Source: an optimization exercise on an open RTL-to-GDS flow (aim: small area). Production flows keep margins and buffers that such runs may drop.
In this exercise RTL edits were held to simulation tests only and were not proved equivalent to the original.
No activity file was given, so power comes from the tool's default toggle rates.

**flow/config.mk**
```make
export PLATFORM = sky130hd
export DESIGN_NAME = pipelined_core
export DESIGN_NICKNAME = pipelined_core
export VERILOG_FILES = /design/flow/design.v
export SDC_FILE = /design/flow/constraint.sdc
export NUM_CORES = 4
export LEC_CHECK = 0
export CAP_MARGIN = 20
export CORE_MARGIN = 2
export CORE_UTILIZATION = 40
export SLEW_MARGIN = 20
```
**flow/constraint.sdc**
```tcl
create_clock -name core_clock -period 15.0 [get_ports {clk}]
set_input_delay 3.0000 -clock core_clock [delete_from_list [all_inputs] [get_ports {clk}]]
set_output_delay 3.0000 -clock core_clock [all_outputs]
set_load 0.01 [all_outputs]
```
**flow/design.v**
```verilog
module SRTlut(
    input  logic [3:0] b,       
    input  logic signed [5:0] p,   
    output logic signed [2:0] q    
);
    always_comb begin
        q = 'b0;
        case(b)
            8: begin
                if (p >= -2 && p <= 1) q = 0;
                else if (p >= -12 && p <= -7) q = -2;
                else if (p >= -6 && p <= -3) q = -1;
                else if (p >= 2 && p <= 5) q = 1;
                else if (p >= 6 && p <= 11) q = 2;
            end
            9: begin
                if (p >= -3 && p <= 2) q = 0;
                else if (p >= -14 && p <= -8) q = -2;
                else if (p >= -7 && p <= -4) q = -1;
                else if (p >= 3 && p <= 6) q = 1;
                else if (p >= 7 && p <= 13) q = 2;
            end
            10: begin
                if (p >= -3 && p <= 2) q = 0;
                else if (p >= -15 && p <= -9) q = -2;
                else if (p >= -8 && p <= -4) q = -1;
                else if (p >= 3 && p <= 7) q = 1;
                else if (p >= 8 && p <= 14) q = 2;
            end
            11: begin
                if (p >= -3 && p <= 2) q = 0;
                else if (p >= -16 && p <= -9) q = -2;
                else if (p >= -9 && p <= -4) q = -1;
                else if (p >= 3 && p <= 8) q = 1;
                else if (p >= 8 && p <= 15) q = 2;
            end
            12: begin
                if (p >= -4 && p <= 3) q = 0;
                else if (p >= -18 && p <= -10) q = -2;
                else if (p >= -10 && p <= -5) q = -1;
                else if (p >= 4 && p <= 9) q = 1;
                else if (p >= 9 && p <= 17) q = 2;
            end
            13: begin
                if (p >= -4 && p <= 3) q = 0;
                else if (p >= -19 && p <= -11) q = -2;
                else if (p >= -10 && p <= -5) q = -1;
                else if (p >= 4 && p <= 9) q = 1;
                else if (p >= 10 && p <= 18) q = 2;
            end
            14: begin
                if (p >= -4 && p <= 3) q = 0;
                else if (p >= -20 && p <= -11) q = -2;
                else if (p >= -11 && p <= -5) q = -1;
                else if (p >= 4 && p <= 10) q = 1;
                else if (p >= 10 && p <= 19) q = 2;
            end
            15: begin
                if (p >= -5 && p <= 4) q = 0;
                else if (p >= -22 && p <= -12) q = -2;
                else if (p >= -12 && p <= -6) q = -1;
                else if (p >= 5 && p <= 11) q = 1;
                else if (p >= 11 && p <= 21) q = 2;
            end
            default: q = 'b0;  
        endcase
    end
endmodule
module leading_zero_count(input logic [31:0] src,
                          output logic [4:0] count);
    always_comb begin
        casez(src)
            32'b1???????????????????????????????: count = 5'b00000;
            32'b01??????????????????????????????: count = 5'b00001;
            32'b001?????????????????????????????: count = 5'b00010;
            32'b0001????????????????????????????: count = 5'b00011;
            32'b00001???????????????????????????: count = 5'b00100;
            32'b000001??????????????????????????: count = 5'b00101;
            32'b0000001?????????????????????????: count = 5'b00110;
            32'b00000001????????????????????????: count = 5'b00111;
            32'b000000001???????????????????????: count = 5'b01000;
            32'b0000000001??????????????????????: count = 5'b01001;
            32'b00000000001?????????????????????: count = 5'b01010;
            32'b000000000001????????????????????: count = 5'b01011;
            32'b0000000000001???????????????????: count = 5'b01100;
            32'b00000000000001??????????????????: count = 5'b01101;
            32'b000000000000001?????????????????: count = 5'b01110;
            32'b0000000000000001????????????????: count = 5'b01111;
            32'b00000000000000001???????????????: count = 5'b10000;
            32'b000000000000000001??????????????: count = 5'b10001;
            32'b0000000000000000001?????????????: count = 5'b10010;
            32'b00000000000000000001????????????: count = 5'b10011;
            32'b000000000000000000001???????????: count = 5'b10100;
            32'b0000000000000000000001??????????: count = 5'b10101;
            32'b00000000000000000000001?????????: count = 5'b10110;
            32'b000000000000000000000001????????: count = 5'b10111;
            32'b0000000000000000000000001???????: count = 5'b11000;
            32'b00000000000000000000000001??????: count = 5'b11001;
            32'b000000000000000000000000001?????: count = 5'b11010;
            32'b0000000000000000000000000001????: count = 5'b11011;
            32'b00000000000000000000000000001???: count = 5'b11100;
            32'b000000000000000000000000000001??: count = 5'b11101;
            32'b0000000000000000000000000000001?: count = 5'b11110;
            32'b0000_0000_0000_0000_0000_0000_0000_0001: count = 5'b11111;
            default: count = 5'b00000;
        endcase
    end
endmodule
`timescale 1ns/1ps
module pipelined_core( input  logic         clk,
             input  logic         reset,
             input  logic [31:0]  instruction,
             input  logic [31:0]  ReadData,
             output logic [31:0]  pc_out,
             output logic [31:0]  DataADDR,WriteData,
             output logic         missaligned_exception,
             output logic         misaligned_load_exception,
             output logic         misaligned_store_exception,
             output logic [3:0]   mem_write_req,
             output logic         mem_read_req,
             output logic         ill_instr_exception
             );
logic stall, load_stall, flushID, flushEX, flushMEM, ALUbusy;
logic branchTaken, trap_REQ;
logic [31:0] trap_vector, BranchADDR;
logic [31:0] pc_ID, ir_ID;
logic [31:0] pc_EX, a_EX, b_EX;
logic [31:7] ir_EX;
logic [4:0]  ops_EX;
logic [31:0] alt_MEM, sd_MEM;
logic [2:0]  f3_MEM;
logic [1:0]  wbsrc_MEM;
logic        mem_read_MEM, mem_write_MEM, reg_write_MEM, csr_op_MEM;
logic [4:0]  wd_MEM;
logic [31:0] wbval;
logic        reg_write_WB;
logic [4:0]  wd_WB;
logic [31:0] pc;
assign pc_out = pc;
always_ff @(posedge clk) begin
    if (reset) pc <= 32'h0;
    else if (!stall) begin
        if (trap_REQ) pc <= trap_vector;
        else if (branchTaken) pc <= BranchADDR;
        else pc <= {pc[31:2] + 30'd1, pc[1:0]};
    end
end
always_ff @(posedge clk) begin
    if (reset | flushID) begin
        pc_ID <= 32'h0;
        ir_ID <= 32'h00000013;
    end else if (!stall) begin
        pc_ID <= pc;
        ir_ID <= instruction;
    end
end
wire [4:0] rs1_ID = ir_ID[19:15];
wire [4:0] rs2_ID = ir_ID[24:20];
assign ill_instr_exception = (ir_ID[1:0] != 2'b11) |
    ((ir_ID[6:2] == 5'b11100) && (ir_ID[13:12] == 2'b00) &&
     !((ir_ID[31:20] == 12'h000) || (ir_ID[31:20] == 12'h001) || (ir_ID[31:20] == 12'h302)));
logic [31:0] regs [31:0];
always_ff @(posedge clk)
    if (reg_write_WB && (wd_WB != 5'b0)) regs[wd_WB] <= wbval;
wire [31:0] rf1 = (rs1_ID == 5'b0) ? 32'b0 :
                  (reg_write_WB && (wd_WB == rs1_ID)) ? wbval : regs[rs1_ID];
wire [31:0] rf2 = (rs2_ID == 5'b0) ? 32'b0 :
                  (reg_write_WB && (wd_WB == rs2_ID)) ? wbval : regs[rs2_ID];
always_ff @(posedge clk) begin
    if (reset | flushEX) begin
        pc_EX <= 32'h0; a_EX <= 32'h0; b_EX <= 32'h0;
        ir_EX <= 25'h0; ops_EX <= 5'h0;
    end else if (!ALUbusy) begin
        pc_EX <= pc_ID; a_EX <= rf1; b_EX <= rf2;
        ir_EX <= ir_ID[31:7]; ops_EX <= ir_ID[6:2] ^ 5'b00011;
    end
end
wire [4:0] op = ops_EX ^ 5'b00011;
wire [2:0] f3 = ir_EX[14:12];
wire [6:0] f7 = ir_EX[31:25];
wire [11:0] f12 = ir_EX[31:20];
wire [4:0] rs1_EX = ir_EX[19:15];
wire [4:0] rs2_EX = ir_EX[24:20];
wire [4:0] wd_EX  = ir_EX[11:7];
wire isLOAD  = (op == 5'b00000);
wire isSTORE = (op == 5'b01000);
wire isAUIPC = (op == 5'b00101);
wire isLUI   = (op == 5'b01101);
wire isJAL   = (op == 5'b11011);
wire isJALR  = (op == 5'b11001);
wire isBR    = (op == 5'b11000);
wire isSYS   = (op == 5'b11100);
wire isOP    = (op[4] == 1'b0) && (op[2:0] == 3'b100);
wire mul_div_op = isOP & f7[0] & op[3];
wire sys_env = isSYS & (f3[1:0] == 2'b00);
wire ecall_EX  = sys_env & (f12 == 12'h000);
wire ebreak_EX = sys_env & (f12 == 12'h001);
wire mret_EX   = sys_env & (f12 == 12'h302);
wire csrrw_EX  = isSYS & (f3[1:0] == 2'b01);
wire csrrs_EX  = isSYS & (f3[1:0] == 2'b10);
wire csrrc_EX  = isSYS & (f3[1:0] == 2'b11);
wire csr_rmw   = isSYS & (f3[1:0] != 2'b00);
wire csr_op_EX = csr_rmw | mret_EX;
wire jump_EX   = isJAL | isJALR;
wire reg_write_EX = isLOAD | isAUIPC | isLUI | jump_EX | isOP | csr_rmw;
wire [1:0] wbsrc_EX = isLOAD ? 2'b01 : jump_EX ? 2'b10 : isSYS ? 2'b11 : 2'b00;
wire aluSRCB = isLOAD | isSTORE | isAUIPC | isLUI | (isOP & ~op[3]);
logic [3:0] aluOP;
always_comb begin
    aluOP = 4'b0000;
    if (isLUI) aluOP = 4'b1010;
    else if (isBR) begin
        case (f3)
            3'b000, 3'b001: aluOP = 4'b0001;
            3'b100, 3'b101: aluOP = 4'b0011;
            3'b110, 3'b111: aluOP = 4'b0100;
            default: aluOP = 4'b0000;
        endcase
    end else if (isOP) begin
        if (mul_div_op) aluOP = f3[2] ? 4'b1100 : 4'b1011;
        else case (f3)
            3'b000: aluOP = (f7[5] && op[3]) ? 4'b0001 : 4'b0000;
            3'b001: aluOP = 4'b0010;
            3'b010: aluOP = 4'b0011;
            3'b011: aluOP = 4'b0100;
            3'b100: aluOP = 4'b0101;
            3'b101: aluOP = f7[5] ? 4'b0111 : 4'b0110;
            3'b110: aluOP = 4'b1000;
            3'b111: aluOP = 4'b1001;
        endcase
    end
end
logic [31:0] imm;
always_comb begin
    if (isSTORE)            imm = {{21{ir_EX[31]}}, ir_EX[30:25], ir_EX[11:7]};
    else if (isBR)          imm = {{20{ir_EX[31]}}, ir_EX[7], ir_EX[30:25], ir_EX[11:8], 1'b0};
    else if (isAUIPC|isLUI) imm = {ir_EX[31:12], 12'b0};
    else if (isJAL)         imm = {{12{ir_EX[31]}}, ir_EX[19:12], ir_EX[20], ir_EX[30:21], 1'b0};
    else if (isSYS)         imm = {27'b0, ir_EX[19:15]};
    else                    imm = {{21{ir_EX[31]}}, ir_EX[30:20]};
end
wire fA_mem = reg_write_MEM & (rs1_EX == wd_MEM) & (rs1_EX != 5'b0);
wire fA_wb  = reg_write_WB  & (rs1_EX == wd_WB)  & (rs1_EX != 5'b0);
wire fB_mem = reg_write_MEM & (rs2_EX == wd_MEM) & (rs2_EX != 5'b0);
wire fB_wb  = reg_write_WB  & (rs2_EX == wd_WB)  & (rs2_EX != 5'b0);
wire [31:0] fwdA = fA_mem ? DataADDR : fA_wb ? wbval : a_EX;
wire [31:0] fwdB = fB_mem ? DataADDR : fB_wb ? wbval : b_EX;
wire [31:0] srcA = (fA_mem & csr_op_MEM) ? alt_MEM :
                   (!fA_mem & !fA_wb & isAUIPC) ? pc_EX : fwdA;
wire [31:0] srcB = aluSRCB ? imm : fwdB;
wire [31:0] csr_in = (f3[2] & !fA_mem & !fA_wb) ? imm : fwdA;
assign BranchADDR = (isJALR ? fwdA : pc_EX) + imm;
wire sub = (aluOP != 4'b0000);
wire [32:0] addr = {1'b0, srcA} + {1'b0, srcB ^ {32{sub}}} + {32'b0, sub};
wire [31:0] add_sub_op = addr[31:0];
wire [31:0] xor_op = srcA ^ srcB;
wire eq = (xor_op == 32'b0);
wire lt_u = ~addr[32];
wire lt_s = (srcA[31] ^ srcB[31]) ? srcA[31] : addr[31];
typedef enum logic [1:0] {IDLE,MULT,FINISH} mult_state_t;
mult_state_t mult_state;
logic mult_busy;
typedef enum logic [1:0] {DIV_IDLE,DIV_COMPUTE,DIV_FINISH} div_state_t;
div_state_t div_state;
logic div_busy;
logic [4:0] div_counter;
wire mult_assert_busy = (!mult_busy && mul_div_op && !div_busy) || (mult_state == MULT);
wire div_assert_busy  = (!div_busy && mul_div_op && !mult_busy) || (div_state == DIV_COMPUTE);
assign ALUbusy = mult_assert_busy | div_assert_busy;
wire [31:0] abs_srcA = (!f3[0] && srcA[31]) ? -srcA : srcA;
wire [31:0] abs_srcB = (!f3[0] && srcB[31]) ? -srcB : srcB;
logic [4:0] srcB_lzc;
leading_zero_count lz_count(.src(abs_srcB), .count(srcB_lzc));
wire div_start = (div_state == DIV_IDLE) && mul_div_op && f3[2];
wire div_last  = (div_state == DIV_COMPUTE) && (div_counter == 5'd0);
logic [32:0] dv_sum;    
wire sh_left = div_start | ((aluOP == 4'b0010) & ~div_last);
wire [4:0] sh_amt = (div_start | div_last) ? srcB_lzc : srcB[4:0];
logic [31:0] sh_src;
always_comb begin
    sh_src = div_start ? abs_srcB : srcA;
end
wire [31:0] sh_rev;
genvar gi;
generate for (gi = 0; gi < 32; gi = gi + 1) begin : g_rev
    assign sh_rev[gi] = sh_src[31-gi];
end endgenerate
wire sh_fill = (aluOP == 4'b0111) & ~div_last & ~div_start & srcA[31];
wire [32:0] sh_in = div_last ? dv_sum : {sh_fill, sh_left ? sh_rev : sh_src};
wire [32:0] sh_out = $signed({sh_fill, sh_in}) >>> sh_amt;
wire [31:0] sh_out_rev;
generate for (gi = 0; gi < 32; gi = gi + 1) begin : g_rev2
    assign sh_out_rev[gi] = sh_out[31-gi];
end endgenerate
wire [31:0] shift_res = sh_left ? sh_out_rev : sh_out[31:0];
logic [32:0] mA;
logic [21:0] mB;
logic [43:0] mX;
logic [21:0] mY;
wire m_c0 = (mult_state == IDLE);
wire m_c2 = (mult_state == FINISH);
wire mult_start = m_c0 && mul_div_op && !f3[2];
wire [32:0] A33 = {(f3[1:0] != 2'b11) & srcA[31], srcA};
wire [32:0] B33 = {~f3[1] & srcB[31], srcB};
wire [32:0] mAm = m_c0 ? A33 : mA;
wire [10:0] mBs = m_c0 ? B33[10:0] : (mult_state == MULT) ? mB[10:0] : mB[21:11];
wire mneg = m_c2 & mBs[10];
wire [43:0] macc = m_c0 ? 44'd0 : {{11{mX[43]}}, mX[43:11]};
wire [43:0] mrow = {44{mBs[10]}} & {{1{mAm[32]}}, mAm, 10'b0};
wire signed [43:0] mprod = $signed(mAm) * $signed({1'b0, mBs[9:0]});
wire [43:0] mR = mprod + (mrow ^ {44{mneg}}) + {43'b0, mneg} + macc;
wire [31:0] mlo = m_c2 ? {mR[9:0], mX[10:0], mY[10:0]} : {mX[9:0], mY[21:0]};
wire [31:0] mhi = m_c2 ? mR[41:10] : mX[41:10];
wire [31:0] mult_result = (f3[1:0] == 2'b00) ? mlo : mhi;
always_ff @(posedge clk) begin
    if (reset) begin
        mult_state <= IDLE;
        mult_busy <= 1'b0;
        mX <= 44'b0;
        mY <= 22'b0;
    end else begin
        case (mult_state)
            IDLE: begin
                if (mul_div_op && !f3[2]) begin
                    mA <= A33;
                    mB <= B33[32:11];
                    mX <= mR;
                    mult_state <= MULT;
                    mult_busy <= 1'b1;
                end else mult_busy <= 1'b0;
            end
            MULT: begin
                mX <= mR;
                mY[10:0] <= mX[10:0];
                mult_state <= FINISH;
            end
            FINISH: begin
                mX <= mR;
                mY[21:11] <= mX[10:0];
                mult_state <= IDLE;
            end
            default: mult_state <= IDLE;
        endcase
    end
end
logic [64:0] P;           
logic [31:0] D;           
logic div_result_sign, dividend_sign;
logic [2:0] qd;
SRTlut SRT_LUT(.b(D[31:28]), .p(P[64:59]), .q(qd));
wire [62:0] a_norm = {31'b0, abs_srcA} << srcB_lzc;
wire [32:0] dv_a = div_last ? P[64:32] : P[62:30];
wire [2:0]  dq   = div_last ? (P[64] ? 3'b111 : 3'b000) : qd;
logic [32:0] dv_m;
always_comb begin
    case (dq)
        3'b001: dv_m = {1'b0, D};
        3'b010: dv_m = {D, 1'b0};
        3'b111: dv_m = ~{1'b0, D} + 33'd1;
        3'b110: dv_m = {~{1'b0, D} + 33'd1} << 1;
        default: dv_m = 33'd0;
    endcase
end
assign dv_sum = dv_a - dv_m;
wire [4:0] dk = 5'd16 - div_counter;
logic [29:0] q_low;
always_comb begin : qupd
    logic bor;
    bor = qd[2];
    for (int i = 0; i < 30; i++) begin
        logic inq;
        inq = (i < 2*dk);
        q_low[i] = P[i] ^ (bor & inq);
        bor = bor & ~P[i] & inq;
    end
end
wire [31:0] q_dec = P[31:0] - {31'b0, P[64]};
always_ff @(posedge clk) begin
    if (reset) begin
        div_state <= DIV_IDLE;
        P <= 65'b0;
        div_busy <= 1'b0;
        div_result_sign <= 1'b0;
        dividend_sign <= 1'b0;
        div_counter <= 5'd16;
    end else begin
        case (div_state)
            DIV_IDLE: begin
                if (mul_div_op && f3[2]) begin
                    if (abs_srcB == 32'b0) begin
                        P[31:0] <= 32'hFFFFFFFF;
                        P[63:32] <= abs_srcA;
                        div_busy <= 1'b1;
                        div_state <= DIV_FINISH;
                    end else begin
                        D <= shift_res;
                        P <= {2'b0, a_norm};
                        div_result_sign <= (!f3[0]) && (srcA[31] ^ srcB[31]);
                        dividend_sign <= srcA[31];
                        div_busy <= 1'b1;
                        div_counter <= 5'd16;
                        div_state <= DIV_COMPUTE;
                    end
                end else begin
                    div_result_sign <= 1'b0;
                    dividend_sign <= 1'b0;
                    div_busy <= 1'b0;
                end
            end
            DIV_COMPUTE: begin
                if (div_counter != 5'd0) begin
                    P <= {dv_sum, q_low, qd[1:0]};
                    div_counter <= div_counter - 5'd1;
                end else begin
                    div_state <= DIV_FINISH;
                    P[63:32] <= shift_res;
                    P[31:0] <= q_dec;
                end
            end
            DIV_FINISH: div_state <= DIV_IDLE;
            default: div_state <= DIV_IDLE;
        endcase
    end
end
wire [31:0] dsel = f3[1] ? P[63:32] : P[31:0];
wire dneg = !f3[0] & (f3[1] ? dividend_sign : div_result_sign);
wire [31:0] div_result = (dsel ^ {32{dneg}}) + {31'b0, dneg};
logic [31:0] aluRESULT;
always_comb begin
    case (aluOP)
        4'b0000, 4'b0001: aluRESULT = add_sub_op;
        4'b0010: aluRESULT = shift_res;
        4'b0011: aluRESULT = {31'b0, lt_s};
        4'b0100: aluRESULT = {31'b0, lt_u};
        4'b0101: aluRESULT = xor_op;
        4'b0110: aluRESULT = shift_res;
        4'b0111: aluRESULT = shift_res;
        4'b1000: aluRESULT = srcA | srcB;
        4'b1001: aluRESULT = srcA & srcB;
        4'b1010: aluRESULT = srcB;
        4'b1011: aluRESULT = mult_result;
        4'b1100: aluRESULT = div_result;
        default: aluRESULT = 32'b0;
    endcase
end
logic takeBranch;
always_comb begin
    case (f3)
        3'b000: takeBranch = eq;
        3'b001: takeBranch = ~eq;
        3'b100: takeBranch = lt_s;
        3'b101: takeBranch = ~lt_s;
        3'b110: takeBranch = lt_u;
        3'b111: takeBranch = ~lt_u;
        default: takeBranch = 1'b0;
    endcase
end
wire br_valid = (takeBranch & isBR) | jump_EX;
wire br_aligned = (BranchADDR[1:0] == 2'b00);
assign missaligned_exception = ~br_aligned & br_valid;
assign branchTaken = br_aligned & br_valid;
logic [31:0] mstatus, misa, mtvec, mcause, mscratch, mepc, mtval;
logic trapped;
logic [31:0] csr_out;
logic csr_hit;
always_comb begin
    csr_hit = 1'b1;
    case (f12)
        12'h300: csr_out = mstatus;
        12'h301: csr_out = misa;
        12'h305: csr_out = mtvec;
        12'h342: csr_out = mcause;
        12'h340: csr_out = mscratch;
        12'h341: csr_out = mepc;
        12'h343: csr_out = mtval;
        default: begin csr_out = 32'b0; csr_hit = 1'b0; end
    endcase
end
wire [31:0] csr_wdata = csrrw_EX ? csr_in : csrrs_EX ? (csr_out | csr_in) : (csr_out & ~csr_in);
wire csr_we = csr_rmw & csr_hit;
wire exception = ecall_EX | ebreak_EX | misaligned_store_exception | misaligned_load_exception;
wire trap_fire = exception & !trapped;
always_ff @(posedge clk) begin
    if (reset) begin
        misa <= 32'h40000080;
        mcause <= 32'b0;
        mstatus <= 32'b0;
        mscratch <= 32'b0;
        mepc <= 32'b0;
        mtval <= 32'b0;
        mtvec <= 32'b0;
        trapped <= 1'b0;
        trap_REQ <= 1'b0;
    end else begin
        trap_REQ <= 1'b0;
        if (csr_we) begin
            case (f12)
                12'h300: mstatus <= csr_wdata;
                12'h301: misa <= csr_wdata;
                12'h305: mtvec <= csr_wdata;
                12'h342: mcause <= csr_wdata;
                12'h340: mscratch <= csr_wdata;
                12'h341: mepc <= csr_wdata;
                12'h343: mtval <= csr_wdata;
                default: ;
            endcase
        end
        if (mret_EX) begin
            trap_REQ <= 1'b1;
            mstatus[3] <= mstatus[7];
            mstatus[7] <= 1'b1;
            trap_vector <= mepc;
            trapped <= 1'b0;
        end
        if (trap_fire) begin
            trapped <= 1'b1;
            trap_REQ <= 1'b1;
            mepc <= pc_EX;
            trap_vector <= mtvec;
            mstatus[7] <= mstatus[3];
            mstatus[3] <= 1'b0;
            if (ecall_EX) mcause <= 32'd11;
            else if (ebreak_EX) mcause <= 32'd3;
            else if (misaligned_store_exception) mcause <= 32'd6;
            else mcause <= 32'd4;
        end
    end
end
wire [31:0] pc4_EX = {pc_EX[31:2] + 30'd1, pc_EX[1:0]};
always_ff @(posedge clk) begin
    if (reset | flushMEM) begin
        DataADDR <= 32'b0;
        mem_read_MEM <= 1'b0;
        mem_write_MEM <= 1'b0;
        reg_write_MEM <= 1'b0;
    end else if (!ALUbusy) begin
        DataADDR <= aluRESULT;
        mem_read_MEM <= isLOAD;
        mem_write_MEM <= isSTORE;
        reg_write_MEM <= reg_write_EX;
    end
end
always_ff @(posedge clk) begin
    if (!ALUbusy) begin
        alt_MEM <= wbsrc_EX[0] ? csr_out : pc4_EX;
        sd_MEM <= fwdB;
        f3_MEM <= f3;
        wbsrc_MEM <= wbsrc_EX;
        wd_MEM <= wd_EX;
        csr_op_MEM <= csr_op_EX;
    end
end
logic is_aligned;
always_comb begin
    case (f3_MEM[1:0])
        2'b00: is_aligned = 1'b1;
        2'b01: is_aligned = ~DataADDR[0];
        2'b10: is_aligned = ~(|DataADDR[1:0]);
        default: is_aligned = 1'b0;
    endcase
end
assign misaligned_load_exception  = ~is_aligned & mem_read_MEM;
assign misaligned_store_exception = ~is_aligned & mem_write_MEM;
assign mem_read_req = is_aligned & mem_read_MEM;
wire mem_write_valid = is_aligned & mem_write_MEM;
always_comb begin
    WriteData = 32'b0;
    mem_write_req = 4'b0;
    if (mem_write_valid) begin
        case (f3_MEM)
            3'b000: begin WriteData = {24'b0, sd_MEM[7:0]};  mem_write_req = 4'b0001; end
            3'b001: begin WriteData = {16'b0, sd_MEM[15:0]}; mem_write_req = 4'b0011; end
            3'b010: begin WriteData = sd_MEM;                mem_write_req = 4'b1111; end
            default: ;
        endcase
    end
end
logic [31:0] load_val;
always_comb begin
    case (f3_MEM)
        3'b000: load_val = {{24{ReadData[7]}}, ReadData[7:0]};
        3'b001: load_val = {{16{ReadData[15]}}, ReadData[15:0]};
        3'b010: load_val = ReadData;
        3'b100: load_val = {24'b0, ReadData[7:0]};
        3'b101: load_val = {16'b0, ReadData[15:0]};
        default: load_val = 32'b0;
    endcase
end
wire [31:0] wb_next = wbsrc_MEM[1] ? alt_MEM : wbsrc_MEM[0] ? load_val : DataADDR;
always_ff @(posedge clk) begin
    if (reset) reg_write_WB <= 1'b0;
    else reg_write_WB <= reg_write_MEM;
    wbval <= wb_next;
    wd_WB <= wd_MEM;
end
assign load_stall = isLOAD & ((rs1_ID == wd_EX) | (rs2_ID == wd_EX));
assign stall = load_stall | ALUbusy;
assign flushID = branchTaken | trap_REQ;
assign flushEX = branchTaken | load_stall | trap_REQ;
assign flushMEM = trap_REQ;
endmodule
```
**flow/run.sh**
```bash
#!/bin/bash
# synth_recipe.tcl (not shown) runs the flow's synth.tcl, then flattens the netlist and writes it again
# the make line also repeats each setting of config.mk as NAME=value (left out here)
make -C /OpenROAD-flow-scripts/flow DESIGN_CONFIG=/design/flow/config.mk WORK_HOME=/design/flow/orfs CLKGATE_MAP_FILE= SYNTH_SCRIPT=/design/flow/synth_recipe.tcl finish
```
==> results.txt <==
H-tree depth -> 4
r2r startpoint -> wd_WB[4]$_DFF_P_
actual slew at the worst max-slew pin -> 1.45 ns
Vias -> 104000
M1 wire length -> 206000 um
Slew HR -> 2.80%
Critical Path Source Type -> register
DRC -> 0
Fill cells -> 28600
Routability Congestion -> 1.06
Top cell by count, worst path -> nor2_1
Yosys cell types -> 113
sequential share of the synthesized area -> 40.6%
wirelength, routed -> 548000 um
Synth top cells by count -> nand2_1 (1516), edfxtp_1 (1218), nor2_1 (1196), a21oi_1 (759), clkbuf_1 (676)
Critical Path End Type -> primary output
Iter 0 DRT Violations -> 14700
GR Util All Layers -> 34.0%
clk_skew -> 0.145 ns
fmax -> 74.5 MHz
clock sink count -> 1893
largest net degree at the start of global routing -> 125
layout cell share with drive strength beyond 1 -> 14.5%
first-pass GRT wire length -> 764000 um
Async SR Flop Fraction -> 0%
clock-pin slew on the worst setup and hold paths -> 0.07 ns
die footprint -> 313000 um2
TritonCTS Buffers -> 216
syn_area_per_cell -> 10.4 um2
Top FF cell, synth -> edfxtp_1
Seq cells post-synth -> 1893
synthesized cell area -> 123000 um2
Final Cycle Share -> 89.4%
r2r endpoint -> mX[43]$_SDFFE_PP0P_
port buffer count -> 170
r2r setup slk -> 2.06 ns
DR WL/cell -> 34.1 um
min cycle time layout -> 13.42 ns
Tot Pwr -> 16.4 mW
io pins -> 171
Post-Syn Instances -> 11800
Post-synth EDFFs -> 1218
die span in x -> 559 um
cell with the most instances after synthesis -> nand2_1
area growth from synthesis to layout -> 11.8%
number of global-route vias before repair -> 98700
yosys warns -> 3
core area -> 306000 um2
CP max stage delay -> 0.91 ns
R2R depth -> 35
# hold bufs at CTS -> 0
GRT overflow -> 0
vias per inst -> 6.44
Highest Signal Layer -> met5
pwr dens -> 119 nW/um2
row count -> 203
drt pass-1 iters -> 8
Root Buffer -> clkbuf_16
WL met2 -> 240000 um
worst skew pair latency -> 0.99 ns
CP max FO -> 29
WS Path Type -> reg -> out
Die Y -> 559 um
Worst VDD drop -> 0.000106 V
nets -> 12500
post-synth top area share -> 29.7%
CP required -> 12.00 ns
outcome -> complete, no violations
# Post-CTS Setup Buffers -> 0
CTS-repair resized insts -> 0
metal3 WL -> 53300 um
slowest CP cell -> dfxtp_1
setup_tns -> 0 ns
initial antenna violation count -> 42
RSZ-0062 raised after global routing -> no
Fin. Hold Viols -> 0
synth top area cells -> edfxtp_1 (30%), mux4_2 (12%), dfxtp_1 (11%)
worst hold path type -> reg -> reg
Critical Path Start -> ops_EX[0]$_SDFFE_PP0N_
initial core utilization -> 40.3%
crit path DAT -> 10.42 ns
CP endpoint -> missaligned_exception
CTS tree -> yes
Leak -> 49.0 nW
Max Buffers Root-to-Sink -> 4
max-cap viol count -> 0
Yosys top cell by area -> edfxtp_1
Slew Limit Fails -> 0
final setup vio count -> 0
hpwl dp -> 391000 um
Antenna Nets Post-Route -> 0
through the flow:
| stage | utilization (%) | hold slack, ns | cell area, um2 | cells | setup WS [ns] |
|---|---|---|---|---|---|
| global route | 45.0 | 0.459 | 138000 | 16000 | 1.22 |
| detailed placement | 42.6 | 0.443 | 130000 | 15600 | 2.71 |
| CTS | 45.0 | 0.442 | 138000 | 16000 | 1.88 |
| floorplan | - | 0.406 | 123000 | 11900 | 4.99 |
| finish | 45.0 | 0.444 | 138000 | 16100 | 1.58 |
| global placement | 42.6 | 0.436 | 130000 | 15600 | 2.64 |
routing by layer:
layer / GRT usage [%] / up-vias
met4: 24.9 / 30
met3: 6.83 / 1605
met1: 43.3 / 51900
met2: 51.5 / 6626
met5: 0 / -
li1: - / 43400
logic make-up (layout without fill, tap and decap cells):
kind of cell | after synthesis | in the layout | share of synthesized area [%]
AO/OA/AOI/OAI | 2518 | 2518 | 13.2
XOR/XNOR | 477 | 477 | 3.39
adder cells (fa/ha/maj) | 672 | 672 | 9.02
buffers and inverters | 1386 | 1452 | 4.34
flip-flops | 1893 | 1893 | 40.6
multiplexers | 1184 | 1184 | 16.4
other | 1 | 58 | 0.00304
AND/OR/NAND/NOR | 3715 | 3715 | 13.0
placed cells by master, fill, tap and decap left out, drive strengths merged, types with 202 or more instances in the layout:
cell       n
mux2i    414
nand3    202
nor2    1200
o21ai    520
nor3     266
edfxtp  1218
dfxtp    675
a21oi    766
xnor2    339
mux4     660
ha       311
clkbuf   285
inv      525
buf      364
nand2   1517
fa       361
power by group:
| group | internal [mW] | leakage (nW) | switching [mW] |
|---|---|---|---|
| clock network | 3.15 | 3.58 | 2.37 |
| logic | 1.48 | 28.5 | 3.21 |
| registers | 5.87 | 16.9 | 0.314 |
| total | 10.5 | 49.0 | 5.89 |
worst min path at each step:
stage / startpoint / endpoint / slack [ns] / cells after the start
finish: pc_ID[14]$_SDFFE_PP0N_ / pc_EX[14]$_SDFFE_PP0N_ / 0.44 / 2
global route: pc_ID[23]$_SDFFE_PP0N_ / pc_EX[23]$_SDFFE_PP0N_ / 0.46 / 2
CTS: pc_ID[23]$_SDFFE_PP0N_ / pc_EX[23]$_SDFFE_PP0N_ / 0.44 / 2
detailed placement: pc_ID[18]$_SDFFE_PP0N_ / pc_EX[18]$_SDFFE_PP0N_ / 0.44 / 2
global placement: pc_ID[15]$_SDFFE_PP0N_ / pc_EX[15]$_SDFFE_PP0N_ / 0.44 / 2
floorplan: ir_EX[12]$_SDFFE_PP0N_ / f3_MEM[0]$_DFFE_PN_ / 0.41 / 0
flip-flops by register name (all words and copies together), names as in the netlist, 33 cells and up, named ones only:
name / flops
regs: 1024
P: 65
mX: 44
mA: 33
worst max-delay path: cells and delay by family (launching register included):
kind                     cells  cell delay (ns)
AO/OA/AOI/OAI               13             4.14
XOR/XNOR                     1             0.21
flip-flops                   1             0.91
AND/OR/NAND/NOR              8             2.45
adder cells (fa/ha/maj)      1             0.47
buffers and inverters        3             1.24
cell type report:
| class | instances | area, um2 | share of cell area (%) |
|---|---|---|---|
| clock buffers | 285 | 6080 | 4.41 |
| multi-input cells | 8598 | 68800 | 49.9 |
| repair buffers | 533 | 4510 | 3.27 |
| clock inverters | 118 | 1200 | 0.870 |
| flip-flops and latches | 1893 | 50100 | 36.4 |
| inverters | 516 | 1940 | 1.41 |
| well taps | 4100 | 5130 | 3.72 |
| diodes | 26 | 65.1 | 0.0472 |

==> what the ideal ports hide <==
The flow's constraints put no driver on any port. The routed layout listed below was extracted and timed again, unchanged, in two steps. Step 1 sets driving cells, clkbuf_16 on the clock port and buf_2 on the other inputs (assumed; they add their load-dependent delay and slew). Step 2, shift: input delay + t, output delay - t, t = (earliest + latest rising clock arrival at the registers) / 2. This alone moves slack from input paths to output paths. Three values: ideal ports, drivers, drivers and shift; two values: the first two.
t, ns: 1.012
setup WS [ns]: 1.584 / 1.485 / 2.062
slew at the worst register clock pin (ns): 0.07 / 0.07
worst slew at a driven data input, ns: 0.27
After both steps this run still meets setup and hold. For this run, drivers alone change the setup slack by -0.099 ns; drivers and shift together by +0.478 ns.
